This is an optimization exercise on Yosys and OpenROAD, whose aim is small area, not a production implementation. In this exercise RTL edits were held to simulation tests only and were not proved equivalent to the original. No activity file was given, so power comes from the tool's default toggle rates.

==> flow/design.v <==
module ly_2257_7_lfsr(clk_in, rst, det);
parameter K    = 14;
parameter FT   = 0;
parameter NN   = 0;
parameter A    = 0;
parameter B    = 0;
parameter J    = 0;
parameter [K-1:0] X    = 0;
parameter [K-1:0] MASK = 0;
parameter [K-1:0] RSTV = 0;
parameter [K-1:0] INV  = 0;
input  clk_in;
input  rst;
output det;
reg  [K-1:0] t;                  
wire [K-1:0] s = t ^ INV;        
assign det = ((s ^ X) & MASK) == 0;
wire x = s[A];
wire y = s[B];
wire g = (FT == 0) ? x :
         (FT == 1) ? (x & y) :
         (FT == 2) ? (x | y) :
         (FT == 3) ? (x ^ y) : (x & ~y);
wire fb = s[K-1] ^ g ^ NN;
localparam XG  = (FT == 0) ? X[A] :
                 (FT == 1) ? (X[A] & X[B]) :
                 (FT == 2) ? (X[A] | X[B]) :
                 (FT == 3) ? (X[A] ^ X[B]) : (X[A] & ~X[B]);
localparam XJ  = (J == 0) ? !(X[K-1] ^ XG ^ NN) : !X[(J == 0) ? 0 : J-1];
wire [K-1:0] nat = {s[K-2:0], fb};
reg  [K-1:0] n;
always @(*)
begin
	n = nat;
	if(det)
		n[J] = XJ;
end
always @(posedge clk_in or negedge rst)
begin
	if(!rst)
		t <= RSTV ^ INV;
	else
		t <= n ^ INV;
end
endmodule
module ly_2257_7_1(clk_in,rst,en,clk_div);
parameter K    = 14;
parameter FT   = 0;
parameter NN   = 0;
parameter A    = 0;
parameter B    = 0;
parameter J    = 0;
parameter [K-1:0] X    = 0;
parameter [K-1:0] MASK = 0;
parameter [K-1:0] RSTV = 0;
parameter [K-1:0] INV  = 0;
input       clk_in;
input       rst;
input       en;
output reg  clk_div;
wire det;
ly_2257_7_lfsr #(.K(K), .FT(FT), .NN(NN), .A(A), .B(B), .J(J),
                 .X(X), .MASK(MASK), .RSTV(RSTV), .INV(INV)) cnt(clk_in, rst, det);
always@(posedge clk_in or negedge rst)
begin
	if(!rst)
		clk_div <= 0;
	else if(en && det)
		clk_div <= !clk_div;
end
endmodule
module ly_2257_7_2(oct,dig,codeout);
input oct;
input [2:0] dig;
output reg [7:0] codeout;
always@ (*)
	begin
		codeout[7] = oct;
		case(dig)
			3'd1:    codeout[6:0] = 7'b000_0110;     
			3'd2:    codeout[6:0] = 7'b101_1011;     
			3'd3:    codeout[6:0] = 7'b100_1111;     
			3'd4:    codeout[6:0] = 7'b110_0110;     
			3'd5:    codeout[6:0] = 7'b110_1101;     
			3'd6:    codeout[6:0] = 7'b111_1100;     
			3'd7:    codeout[6:0] = 7'b000_0111;     
			default: codeout[6:0] = 7'b011_1111;     
		endcase
	end
endmodule
module ly_2257_7_3(clk_in,rst,auto,Key,clk_out,clk_out2,codeout,low,middle);
input clk_in;
input rst;
input auto;
input [13:0]  Key;
output reg   clk_out;
output reg   clk_out2;
output [7:0] codeout;
output wire  [6:0] low;
output wire  [6:0] middle;
reg  [2:0] c8;
wire       d2 = c8[0];
wire       d4 = c8[0] & c8[1];
wire       d8 = &c8;
wire       d7, d13, d19;
always @(posedge clk_in or negedge rst)
begin
	if(!rst)
		c8 <= 3'd0;
	else
		c8 <= c8 + 3'd1;
end
ly_2257_7_lfsr #(.K(3), .FT(4), .NN(1), .A(0), .B(1), .J(0), .X(3'd3), .MASK(3'd3), .RSTV(3'd6), .INV(3'd7)) s7(clk_in,rst,d7);
ly_2257_7_lfsr #(.K(4), .FT(0), .NN(0), .A(0), .B(0), .J(0), .X(4'd13), .MASK(4'd7), .RSTV(4'd11), .INV(4'd15)) s13(clk_in,rst,d13);
ly_2257_7_lfsr #(.K(5), .FT(0), .NN(0), .A(0), .B(0), .J(1), .X(5'd15), .MASK(5'd14), .RSTV(5'd29), .INV(5'd31)) s19(clk_in,rst,d19);
ly_2257_7_1 #(.K(10), .FT(0), .NN(0), .A(6), .B(0), .J(8), .X(10'd222), .MASK(10'd999), .RSTV(10'd189), .INV(10'd255)) l1(clk_in,rst,d19,low[0]);
ly_2257_7_1 #(.K(11), .FT(0), .NN(0), .A(2), .B(0), .J(1), .X(11'd938), .MASK(11'd765), .RSTV(11'd1878), .INV(11'd2046)) l2(clk_in,rst,d8,low[1]);
ly_2257_7_1 #(.K(5), .FT(0), .NN(0), .A(2), .B(0), .J(3), .X(5'd2), .MASK(5'd29), .RSTV(5'd12), .INV(5'd0)) l3(clk_in,rst,d4 & d7 & d13,low[2]);
ly_2257_7_1 #(.K(13), .FT(0), .NN(0), .A(9), .B(0), .J(3), .X(13'd4134), .MASK(13'd8094), .RSTV(13'd69), .INV(13'd7)) l4(clk_in,rst,d2,low[3]);
ly_2257_7_1 #(.K(12), .FT(1), .NN(1), .A(3), .B(6), .J(0), .X(12'd1028), .MASK(12'd4094), .RSTV(12'd2056), .INV(12'd0)) l5(clk_in,rst,d2,low[4]);
ly_2257_7_1 #(.K(13), .FT(0), .NN(0), .A(3), .B(0), .J(4), .X(13'd4085), .MASK(13'd8189), .RSTV(13'd8186), .INV(13'd8176)) l6(clk_in,rst,1'b1,low[5]);
ly_2257_7_1 #(.K(11), .FT(0), .NN(0), .A(3), .B(0), .J(2), .X(11'd18), .MASK(11'd1789), .RSTV(11'd32), .INV(11'd0)) l7(clk_in,rst,d4,low[6]);
ly_2257_7_1 #(.K(12), .FT(0), .NN(0), .A(0), .B(0), .J(3), .X(12'd1057), .MASK(12'd3063), .RSTV(12'd2123), .INV(12'd7)) m1(clk_in,rst,d2,middle[0]);
ly_2257_7_1 #(.K(13), .FT(0), .NN(0), .A(6), .B(0), .J(11), .X(13'd2564), .MASK(13'd7934), .RSTV(13'd7176), .INV(13'd6144)) m2(clk_in,rst,1'b1,middle[1]);
ly_2257_7_1 #(.K(13), .FT(0), .NN(0), .A(7), .B(0), .J(3), .X(13'd7352), .MASK(13'd7407), .RSTV(13'd6520), .INV(13'd8184)) m3(clk_in,rst,1'b1,middle[2]);
ly_2257_7_1 #(.K(7), .FT(0), .NN(0), .A(5), .B(0), .J(3), .X(7'd1), .MASK(7'd124), .RSTV(7'd10), .INV(7'd0)) m4(clk_in,rst,d2 & d19,middle[3]);
ly_2257_7_1 #(.K(11), .FT(0), .NN(0), .A(7), .B(0), .J(8), .X(11'd2047), .MASK(11'd2046), .RSTV(11'd1790), .INV(11'd2047)) m5(clk_in,rst,d2,middle[4]);
ly_2257_7_1 #(.K(9), .FT(0), .NN(0), .A(4), .B(0), .J(3), .X(9'd347), .MASK(9'd507), .RSTV(9'd190), .INV(9'd511)) m6(clk_in,rst,d7,middle[5]);
ly_2257_7_1 #(.K(12), .FT(1), .NN(1), .A(2), .B(10), .J(0), .X(12'd8), .MASK(12'd2045), .RSTV(12'd16), .INV(12'd0)) m7(clk_in,rst,1'b1,middle[6]);
wire t577;
ly_2257_7_lfsr #(.K(10), .FT(0), .NN(0), .A(2), .B(0), .J(2), .X(10'd905), .MASK(10'd491), .RSTV(10'd791), .INV(10'd3)) tempo(clk_in,rst,t577);
wire step_4HZ = !c8[0] & d13 & t577;
reg  [5:0] count_n;
wire [5:0] count = ~count_n;
wire       cdet  = ((count ^ 6'd3) & 6'd59) == 0;
wire       cfb   = count[5] ^ (count[3] & count[4]) ^ 1'b1;
reg  [5:0] cnext;
always @(*)
begin
	cnext = {count[4:0], cfb};
	if(cdet)
		cnext[3] = 1'b1;
end
always @(posedge clk_in or negedge rst)
begin
	if(!rst)
		count_n <= ~6'd4;
	else if(auto && step_4HZ)
		count_n <= ~cnext;
end
reg       toct;
reg [2:0] tdig;
reg       tmulti;
reg [2:0] ldig, mdig;
integer   i;
always @(*)
begin
	ldig = 3'd0;
	mdig = 3'd0;
	for(i = 6; i >= 0; i = i - 1)
	begin
		if(Key[i])   ldig = i + 1;
		if(Key[i+7]) mdig = i + 1;
	end
end
wire       koct   = (ldig == 3'd0) && (mdig != 3'd0);
wire [2:0] kdig   = koct ? mdig : ldig;
wire       kmulti = |(Key & (Key - 14'd1));
always @(posedge clk_in or negedge rst)
begin
	if(!rst)
	begin
		toct   <= 1'b0;
		tdig   <= 3'd0;
		tmulti <= 1'b0;
	end
	else
	begin
		if(!auto)
		begin
			toct   <= koct;
			tdig   <= kdig;
			tmulti <= kmulti;
		end
		else
		begin
			case(count)
				6'd9 : begin toct <= 1'b0; tdig <= 3'd0; end
				6'd19: begin toct <= 1'b1; tdig <= 3'd3; end
				6'd39: begin toct <= 1'b1; tdig <= 3'd5; end
				6'd14: begin toct <= 1'b1; tdig <= 3'd3; end
				6'd29: begin toct <= 1'b1; tdig <= 3'd2; end
				6'd58: begin toct <= 1'b1; tdig <= 3'd3; end
				6'd53: begin toct <= 1'b1; tdig <= 3'd5; end
				6'd42: begin toct <= 1'b1; tdig <= 3'd3; end
				6'd20: begin toct <= 1'b1; tdig <= 3'd2; end
				6'd41: begin toct <= 1'b1; tdig <= 3'd2; end
				6'd18: begin toct <= 1'b1; tdig <= 3'd5; end
				6'd37: begin toct <= 1'b1; tdig <= 3'd3; end
				6'd10: begin toct <= 1'b1; tdig <= 3'd2; end
				6'd21: begin toct <= 1'b1; tdig <= 3'd3; end
				6'd43: begin toct <= 1'b1; tdig <= 3'd5; end
				6'd22: begin toct <= 1'b1; tdig <= 3'd2; end
				6'd45: begin toct <= 1'b1; tdig <= 3'd1; end
				6'd26: begin toct <= 1'b1; tdig <= 3'd1; end
				6'd52: begin toct <= 1'b1; tdig <= 3'd1; end
				6'd40: begin toct <= 1'b1; tdig <= 3'd2; end
				6'd16: begin toct <= 1'b1; tdig <= 3'd3; end
				6'd33: begin toct <= 1'b1; tdig <= 3'd6; end
				6'd2 : begin toct <= 1'b1; tdig <= 3'd6; end
				6'd5 : begin toct <= 1'b1; tdig <= 3'd3; end
				6'd11: begin toct <= 1'b1; tdig <= 3'd2; end
				6'd23: begin toct <= 1'b1; tdig <= 3'd2; end
				6'd47: begin toct <= 1'b1; tdig <= 3'd2; end
				6'd30: begin toct <= 1'b1; tdig <= 3'd1; end
				6'd60: begin toct <= 1'b1; tdig <= 3'd2; end
				6'd57: begin toct <= 1'b1; tdig <= 3'd3; end
				6'd51: begin toct <= 1'b1; tdig <= 3'd3; end
				6'd38: begin toct <= 1'b1; tdig <= 3'd5; end
				6'd12: begin toct <= 1'b1; tdig <= 3'd3; end
				6'd25: begin toct <= 1'b1; tdig <= 3'd5; end
				6'd50: begin toct <= 1'b1; tdig <= 3'd5; end
				6'd36: begin toct <= 1'b1; tdig <= 3'd3; end
				6'd8 : begin toct <= 1'b1; tdig <= 3'd2; end
				6'd17: begin toct <= 1'b1; tdig <= 3'd3; end
				6'd35: begin toct <= 1'b1; tdig <= 3'd5; end
				6'd6 : begin toct <= 1'b1; tdig <= 3'd3; end
				6'd13: begin toct <= 1'b1; tdig <= 3'd2; end
				6'd27: begin toct <= 1'b1; tdig <= 3'd3; end
				6'd54: begin toct <= 1'b1; tdig <= 3'd5; end
				6'd44: begin toct <= 1'b1; tdig <= 3'd3; end
				6'd24: begin toct <= 1'b0; tdig <= 3'd5; end
				6'd48: begin toct <= 1'b1; tdig <= 3'd6; end
				6'd32: begin toct <= 1'b1; tdig <= 3'd6; end
				6'd0 : begin toct <= 1'b1; tdig <= 3'd3; end
				6'd1 : begin toct <= 1'b1; tdig <= 3'd3; end
				6'd3 : begin toct <= 1'b1; tdig <= 3'd3; end
				6'd15: begin toct <= 1'b1; tdig <= 3'd2; end
				6'd31: begin toct <= 1'b1; tdig <= 3'd1; end
				6'd62: begin toct <= 1'b1; tdig <= 3'd2; end
				6'd61: begin toct <= 1'b1; tdig <= 3'd3; end
				6'd59: begin toct <= 1'b1; tdig <= 3'd2; end
				6'd55: begin toct <= 1'b1; tdig <= 3'd1; end
				6'd46: begin toct <= 1'b1; tdig <= 3'd2; end
				6'd28: begin toct <= 1'b1; tdig <= 3'd3; end
				6'd56: begin toct <= 1'b1; tdig <= 3'd2; end
				6'd49: begin toct <= 1'b1; tdig <= 3'd6; end
				6'd34: begin toct <= 1'b1; tdig <= 3'd6; end
			endcase
			if(count != 6'd4 && count != 6'd7 && count != 6'd63)
				tmulti <= 1'b0;
		end
	end
end
wire [7:0] lwave = {low, 1'b0};
wire [7:0] mwave = {middle, 1'b0};
always@(*)
	clk_out = (toct ? mwave[tdig] : lwave[tdig]) & !tmulti;
always @(*)	clk_out2 = clk_out;
ly_2257_7_2 show(
	.oct(toct),
	.dig(tdig),
	.codeout(codeout)
);
endmodule
module ly_2257_7(clk_in,rst,auto,Key,clk_out,clk_out2,codeout,low,middle);
input 		clk_in; 
input 		rst; 
input			auto; 
input [13:0]Key;
output wire [7:0]	codeout;  
output wire	clk_out;		 
output wire clk_out2;	 
output wire [6:0]low;
output wire [6:0]middle;
ly_2257_7_3 play(
	.clk_in(clk_in),
	.rst(rst),
	.auto(auto),
	.Key(Key) ,
	.clk_out(clk_out),
	.codeout(codeout),
	.low(low),
	.clk_out2(clk_out2),
	.middle(middle)
);
endmodule
==> flow/flow/run.sh <==
#!/bin/bash
# The standard ORFS layout (standard.sh) with three changes:
#  - ABC restructures the logic (&deepsyn) and maps it for area (flow/abc_area.script),
#    otherwise the synthesis is synth_recipe.tcl unchanged;
#  - the ports get buf_1 buffers;
#  - the clock tree uses clkbuf_8 over sink clusters of up to 20 flip-flops (80 um across),
#    without dummy loads.
set -euo pipefail
here=$(pwd)
export BUFFER_PORTS_ARGS="-buffer_cell sky130_fd_sc_hd__buf_1"
export CTS_ARGS="-sink_clustering_enable -repair_clock_nets -dont_use_dummy_load -sink_clustering_size 20 -sink_clustering_max_diameter 80 -buf_list sky130_fd_sc_hd__clkbuf_8"
if [[ -f flow/abc_area.script ]]; then
  { head -n 1 synth_recipe.tcl
    echo "proc abc {args} { set i [lsearch -exact \$args -script]; if {\$i >= 0} { lset args [expr {\$i+1}] $here/flow/abc_area.script }; yosys abc {*}\$args }"
    tail -n +2 synth_recipe.tcl; } > own_synth.tcl
  sed "s#SYNTH_SCRIPT=[^ ]*#SYNTH_SCRIPT=$here/own_synth.tcl#" standard.sh > own_standard.sh
else
  cp standard.sh own_standard.sh
fi
bash own_standard.sh > standard_flow.log 2>&1
==> flow/flow/abc_area.script <==
strash
&get -n
&deepsyn -T 60
&dch -f
&nf -a
&put
topo
==> flow/standard.sh <==
#!/bin/bash
# synth_recipe.tcl (not shown) runs the flow's synth.tcl, then flattens the netlist and writes it again
# the make line also repeats each setting of config.mk as NAME=value (left out here)
make -C /OpenROAD-flow-scripts/flow DESIGN_CONFIG=/design/flow/config.mk WORK_HOME=/design/flow/orfs CLKGATE_MAP_FILE= SYNTH_SCRIPT=/design/flow/synth_recipe.tcl "${@:-finish}"
==> flow/config.mk <==
export PLATFORM = sky130hd
export DESIGN_NAME = ly_2257_7
export DESIGN_NICKNAME = ly_2257_7
export VERILOG_FILES = /design/flow/design.v
export SDC_FILE = /design/flow/constraint.sdc
export NUM_CORES = 4
export LEC_CHECK = 0
export CAP_MARGIN = 20
export CORE_MARGIN = 2
export CORE_UTILIZATION = 60
export PLACE_DENSITY = 0.75
export SLEW_MARGIN = 20
==> flow/constraint.sdc <==
create_clock -name core_clock -period 10.0 [get_ports {clk_in}]
set_input_delay 2.0000 -clock core_clock [delete_from_list [all_inputs] [get_ports {clk_in}]]
set_output_delay 2.0000 -clock core_clock [all_outputs]
set_load 0.01 [all_outputs]
==> flow_metrics.py, run 1 <==
metrics = {
    "outcome": {
        "status": "no timing/DRC/antenna violations",
    },
    "grt": {
        "grt_pass1_wl_microns": 17100,
        "track_usage": 0.184,
        "grt.overflow.total": 0,
        "grt_max_degree": 85,
        "antenna_found_initial": 0,
        "grt_pass1_vias": 3517,
    },
    "setup_path": {
        "crit_type": "flop to output pin",
        "worstPathRequired_ns": 8.00,
        "start_kind": "flop",
        "r2r-start": "play.count_n[4]$_DFFE_PN1P_",
        "crit_fanout": 10,
        "endpoint_kind": "output pin",
        "startpoint": "play.tdig[2]$_DFFE_PN0P_",
        "crit_arrival_ns": 2.18,
    },
    "timing": {
        "finalSetupViolCount": 0,
        "clock.fmax_mhz": 239,
        "min_period_ns": 4.18,
        "finalHoldViolations": 0,
        "grt_setup_unrepaired": "false",
        "finalCritPeriodShare": 0.418,
        "tightest_slew_ns": 0.946,
        "whs_ns": 0.299,
        "finClkSkew_ns": 0.0630,
        "drv_slew": 0,
        "tns_ns": 0,
        "slew_headroom": 0.369,
    },
    "clock_tree": {
        "cts_resized": 0,
        "cts.clk_slew.worst_paths_ns": 0.12,
        "cts_tree": "done",
        "root_buffer": "clkbuf_8",
        "clock_sinks": 202,
        "htreeDepth": 1,
        "hold_buffers": 0,
        "clock_path_buffers": 3,
        "insertion_delay_ns": 0.47,
        "cts_buffers": 14,
        "postCtsSetupBuffers": 0,
    },
    "drt": {
        "drc": 0,
        "drtIter0Drc": 267,
        "dr.pass1.iters": 4,
        "viasPerCell": 5.71,
        "wirelength_microns": 10500,
        "routedWlPerCell_microns": 16.6,
        "vias": 3613,
        "final_antenna_net_count": 0,
    },
    "floorplan": {
        "rows": 38,
        "die_height_microns": 110,
        "die_x_microns": 110,
        "die-area_sq_mm": 0.0121,
        "num_io_pins": 41,
        "start_util": 0.620,
        "coreArea_sq_mm": 0.0109,
    },
    "logic_synthesis": {
        "ys_ff_latch": 202,
        "ys_types": 51,
        "syn_avg_cell_area_sq_um": 14.9,
        "syn_inst": 453,
        "yosys_warnings": 34,
        "ys_seq_area_frac": 0.757,
        "async_flop_share": 1.00,
        "synth-main-ff-cell": "dfrtp_1",
        "syn_nets": 472,
        "syn_area_sq_mm": 0.00675,
        "synth_edf_count": 0,
    },
    "finish": {
        "layout_commonest_cell": "dfrtp_1",
        "final_nets": 514,
        "stdcell_count": 633,
        "antenna_cells": 0,
        "areaGrowthSynthToFinish_pct": 6.26,
        "final_cell_mix": "159 x dfrtp_1, 43 x dfstp_2, 39 x buf_1, 24 x nand2_1, 23 x nor2_1",
        "seqCellArea_sq_mm": 0.00511,
        "drive_gt1_frac": 0.128,
        "multi_input_area_sq_mm": 0.00150,
        "fillers": 774,
    },
    "job": {
        "maxCapViolations": 0,
    },
    "min_path": {
        "hold_path_class": "flop to flop",
        "hold_path.startpoint": "play.l6.cnt.t[0]$_DFF_PN0_",
    },
    "pwr": {
        "p_int_mw": 0.953,
        "p_comb_frac": 0.028,
        "vdd_ir_drop_max_mv": 0.138,
        "pwr-share-seq": 0.686,
        "power_leakage_nw": 3.02,
        "sw_frac_of_total": 0.203,
        "switchingPower_mw": 0.243,
        "p_per_area_mw_per_mm2": 167,
        "power_frac_clock": 0.287,
    },
    "place": {
        "dp_cells": 619,
        "hpwlAfterDp_microns": 7120,
        "port_buffers": 40,
        "place_congestion": 0.869,
    },
}
worst paths after layout:
| kind | depth (start not counted) | to | slack, ns |
|---|---|---|---|
| worst max-delay path | 6 | clk_out2 | 5.82 |
| worst min-delay path | 0 | play.l6.cnt.t[1]$_DFF_PN1_ | 0.30 |
| worst max register to register | 8 | play.toct$_DFFE_PN0P_ | 7.42 |
| worst min register to register | 0 | play.l6.cnt.t[1]$_DFF_PN1_ | 0.30 |
| max in group asynchronous | 2 | play.l4.cnt.t[4]$_DFF_PN0_ | 6.95 |
| min in group asynchronous | 1 | play.m4.cnt.t[2]$_DFF_PN0_ | 1.59 |
cell families after synthesis:
family	after synthesis	share of synthesized area
flip-flops	202	0.757
AO/OA/AOI/OAI	59	0.0584
adder cells (fa/ha/maj)	2	0.00371
buffers and inverters	23	0.0217
multiplexers	6	0.0132
XOR/XNOR	31	0.0402
AND/OR/NAND/NOR	130	0.106
per-layer routing:
| metal | GRT usage | share of wire | up-vias |
|---|---|---|---|
| met3 | 0.0329 | 0.055 | 14 |
| met4 | 0.0470 | 0.013 | 0 |
| li1 | - | - | 1656 |
| met2 | 0.276 | 0.44 | 94 |
| met5 | 0 | 0 | - |
| met1 | 0.286 | 0.49 | 1849 |
final cells by class:
class	count	share of cell area
flip-flops and latches	202	0.712
inverters	7	0.00366
multi-input cells	228	0.209
clock buffers	14	0.0269
repair buffers	42	0.0235
well taps	140	0.0244
synth_stat cells, types with 2 or more instances:
cell      instances  share of area
o31ai_1           3         0.0033
nor2_1           23          0.013
buf_4            16          0.018
nor4b_1           8          0.010
nor2b_1           7         0.0065
or4_1             2         0.0022
mux4_2            2         0.0067
o21ai_0           9         0.0067
o211ai_1          3         0.0033
a31oi_1           6         0.0056
mux2_1            3         0.0050
o22ai_1           3         0.0028
a21oi_1          14          0.010
nand4_1           8         0.0074
nor4bb_1          2         0.0030
and2_0            4         0.0037
ha_1              2         0.0037
clkinv_1          7         0.0039
o311ai_0          2         0.0026
nand2b_1          5         0.0046
nor3b_1           6         0.0067
nor3_1           10         0.0074
nand2_1          24          0.013
xor2_1           11          0.014
a211oi_1          2         0.0022
o21bai_1          4         0.0044
nand3_1           9         0.0067
or2_0             3         0.0028
xnor2_1          20          0.026
dfrtp_1         159           0.59
dfstp_2          43           0.17
nor4_1           14          0.013
worst max-delay path, cell delays in order, from the launching register on:
cell and delay [ns]:
dfrtp_1 0.53, nor2b_1 0.33, o21ai_0 0.14, a21oi_1 0.13, a211oi_1 0.06, a211oi_1 0.33
buf_1 0.19
flip-flops by register name (all words and copies together) (netlist names), 6 cells and up:
name           count
play.l4.cnt.t     13
play.l6.cnt.t     13
play.m2.cnt.t     13
play.m3.cnt.t     13
play.l5.cnt.t     12
play.m1.cnt.t     12
play.m7.cnt.t     12
play.l2.cnt.t     11
play.l7.cnt.t     11
play.m5.cnt.t     11
play.l1.cnt.t     10
play.tempo.t      10
play.m6.cnt.t      9
play.m4.cnt.t      7
play.count_n       6
per-stage QoR:
| step | power [mW] | area [sq um] | util | worst slack [ns] |
|---|---|---|---|---|
| 3_5_place_dp | 0.869 | 6980 | 0.641 | 6.12 |
| 3_3_place_gp | 0.868 | 6980 | 0.641 | 6.23 |
| 5_1_grt | 1.25 | 7170 | 0.659 | 5.59 |
| 2_1_floorplan | 0.845 | 6750 | - | 6.39 |
| 4_1_cts | 1.21 | 7170 | 0.658 | 5.78 |
| 6_report | 1.20 | 7170 | 0.659 | 5.82 |
power groups by stage:
stage,sequential [mW],combinational [mW],clock (mW)
global route,0.821,0.0389,0.391
floorplan,0.835,0.0103,0
global placement,0.835,0.0327,0
detailed placement,0.835,0.0340,0
CTS,0.820,0.0341,0.360
finish,0.820,0.0330,0.343
==> run 2: changes to the inputs <==
==> flow/flow/abc_area.script (replaced) <==
strash
&get -n
&deepsyn -J 1000
&dch -f
&nf -a
&put
topo
==> flow_metrics.py, run 2 <==
metrics = {
    "finish": {
        "final_nets": 514,
        "stdcell_count": 633,
        "areaGrowthSynthToFinish_pct": 6.36,
        "final_area_sq_mm": 0.00713,
        "layout_commonest_cell": "dfrtp_1",
        "drive_gt1_frac": 0.126,
        "antenna_cells": 0,
        "fillers": 781,
        "final_cell_mix": "159 x dfrtp_1, 43 x dfstp_2, 39 x buf_1, 24 x nor2_1, 22 x nand2_1",
    },
    "clock_tree": {
        "cts_buffers": 14,
        "clock_path_buffers": 3,
        "postCtsSetupBuffers": 0,
        "cts.clk_slew.worst_paths_ns": 0.11,
        "clock_sinks": 202,
        "cts_resized": 0,
        "insertion_delay_ns": 0.47,
        "root_buffer": "clkbuf_8",
        "hold_buffers": 0,
        "cts_tree": "done",
        "htreeDepth": 1,
    },
    "timing": {
        "tns_ns": 0,
        "min_period_ns": 4.19,
        "finalHoldViolations": 0,
        "clock.fmax_mhz": 239,
        "fin_ws_ns": 5.81,
        "grt_setup_unrepaired": "false",
        "drv_slew": 0,
        "slew_headroom": 0.475,
        "finalCritPeriodShare": 0.419,
        "finalSetupViolCount": 0,
        "finClkSkew_ns": 0.0591,
        "tightest_slew_ns": 0.776,
    },
    "setup_path": {
        "crit_arrival_ns": 2.19,
        "endpoint_kind": "output pin",
        "start_kind": "flop",
        "crit_fanout": 9,
        "worstPathRequired_ns": 8.00,
        "crit_type": "flop to output pin",
        "startpoint": "play.tdig[2]$_DFFE_PN0P_",
        "r2r-start": "play.tempo.t[8]$_DFF_PN1_",
    },
    "grt": {
        "antenna_found_initial": 0,
        "grt_max_degree": 88,
        "grt_pass1_wl_microns": 17600,
        "track_usage": 0.189,
        "grt_pass1_vias": 3542,
        "grt.overflow.total": 0,
    },
    "floorplan": {
        "coreArea_sq_mm": 0.0109,
        "die_x_microns": 110,
        "start_util": 0.616,
        "die-area_sq_mm": 0.0120,
        "die_height_microns": 110,
        "num_io_pins": 41,
        "rows": 38,
    },
    "logic_synthesis": {
        "yosys_warnings": 34,
        "yosysTopAreaCell": "dfrtp_1",
        "ys_seq_area_frac": 0.762,
        "yosysTopAreaCellShare": 0.593,
        "async_flop_share": 1.00,
        "syn_nets": 472,
        "synth-main-ff-cell": "dfrtp_1",
        "yosysMostFrequentCell": "dfrtp_1",
        "syn_avg_cell_area_sq_um": 14.8,
        "syn_inst": 453,
        "ys_types": 46,
        "ys_ff_latch": 202,
        "synth_edf_count": 0,
        "syn_area_sq_mm": 0.00671,
        "synth_commonest_cells": "159 x dfrtp_1, 43 x dfstp_2, 24 x nor2_1, 22 x nand2_1, 21 x nor3_1",
        "yosys-top-cells-area": "dfrtp_1 59%, dfstp_2 17%, xnor2_1 2.6%",
    },
    "min_path": {
        "hold_path.startpoint": "play.l6.cnt.t[9]$_DFF_PN0_",
        "hold_path_class": "flop to flop",
    },
    "place": {
        "port_buffers": 40,
        "placed_area_sq_mm": 0.00694,
        "dp_cells": 619,
        "hpwlAfterDp_microns": 7080,
        "place_congestion": 0.777,
        "dp_slack_ns": 5.57,
    },
    "drt": {
        "routedWlPerCell_microns": 16.7,
        "final_antenna_net_count": 0,
        "dr.pass1.iters": 4,
        "viasPerCell": 5.57,
        "wirelength_microns": 10600,
        "vias": 3527,
        "drc": 0,
        "drtIter0Drc": 210,
    },
    "job": {
        "maxCapViolations": 0,
    },
    "pwr": {
        "p_per_area_mw_per_mm2": 169,
        "vdd_ir_drop_max_mv": 0.122,
        "power_leakage_nw": 3.04,
        "power_mw": 1.20,
    },
    "outcome": {
        "status": "no timing/DRC/antenna violations",
    },
}
[run 2: power by group]
part	total (mW)	internal [mW]	leakage [nW]	switching, mW
clock	0.345	0.127	0.101	0.218
combinational	0.0372	0.00932	0.521	0.0279
sequential	0.821	0.819	2.42	0.00211
total	1.20	0.955	3.04	0.248
[run 2: metrics by stage]
stage / hold slack, ns / utilization
after floorplan: 0.331 / -
after global placement: 0.331 / 0.637
after detailed placement: 0.338 / 0.637
after CTS: 0.305 / 0.655
after global routing: 0.320 / 0.655
final: 0.305 / 0.655
[run 2: worst paths after layout]
path / endpoint / slack, ns / cells past startpoint
worst max-delay path: clk_out2 / 5.81 / 7
worst min-delay path: play.l6.cnt.t[10]$_DFF_PN0_ / 0.30 / 0
worst max register to register: play.count_n[2]$_DFFE_PN0P_ / 7.72 / 4
worst min register to register: play.l6.cnt.t[10]$_DFF_PN0_ / 0.30 / 0
max in group asynchronous: play.l7.cnt.t[3]$_DFF_PN0_ / 6.49 / 3
min in group asynchronous: play.m3.cnt.t[1]$_DFF_PN0_ / 1.60 / 1
[run 2: cells by family (layout without fill, tap and decap cells)]
group,count (synthesis),in the layout,share of synthesized area
buf+inv,23,63,0.0218
flops,202,202,0.762
compound gates,59,59,0.0558
xor+xnor,32,32,0.0418
mux,6,6,0.0114
fa+ha+maj,2,2,0.00373
simple gates,129,129,0.104
[run 2: final cells by class]
| class | instances | area, sq um | area share |
|---|---|---|---|
| clock buffer | 14 | 193 | 0.0270 |
| timing repair buffer | 42 | 173 | 0.0242 |
| tap | 140 | 175 | 0.0246 |
| sequential | 202 | 5110 | 0.716 |
| multi-input combinational | 228 | 1460 | 0.204 |
| inverter | 7 | 26.3 | 0.00368 |
[run 2: layer usage]
layer,track usage,vias up,wire (microns),part of all wire
met3,0.0302,17,339,0.032
met5,0,-,0,0
met2,0.293,60,4970,0.47
li1,-,1649,-,-
met4,0.0398,0,181,0.017
met1,0.289,1801,5080,0.48
[run 2: critical path, stage by stage (launching register included)]
cell and delay (ns):
dfrtp_1 0.51, clkinv_1 0.16, nand2_1 0.14, o22ai_1 0.10, nor4_1 0.20, nor3_1 0.11
nor3_1 0.32, buf_1 0.19

-- static timing again, ports no longer ideal --
How much do the figures lean on ideal ports? The routed layouts below were timed once more, with nothing changed but the port constraints.
Step 1 assumes that a clkbuf_16 drives the clock port and a buf_2 every other input.
Step 2 adds t to the input delays and takes it off the output delays; t is the mean of the earliest and latest rising clock arrival at the registers after step 1. Input paths then give back, and output paths get back, about the clock's delay inside the block.
Slacks: ideal / step 1 / step 2; pairs: ideal / step 1.
run | t, ns | slack for setup (ns) | clock arrival spread, ns
run 1 | 0.471 | 5.823 / 5.790 / 6.138 | 0.071 / 0.071
run 2 | 0.476 | 5.815 / 5.782 / 6.029 | 0.061 / 0.061
After both steps setup and hold are still met in every run listed. Setup slack includes reset recovery checks.
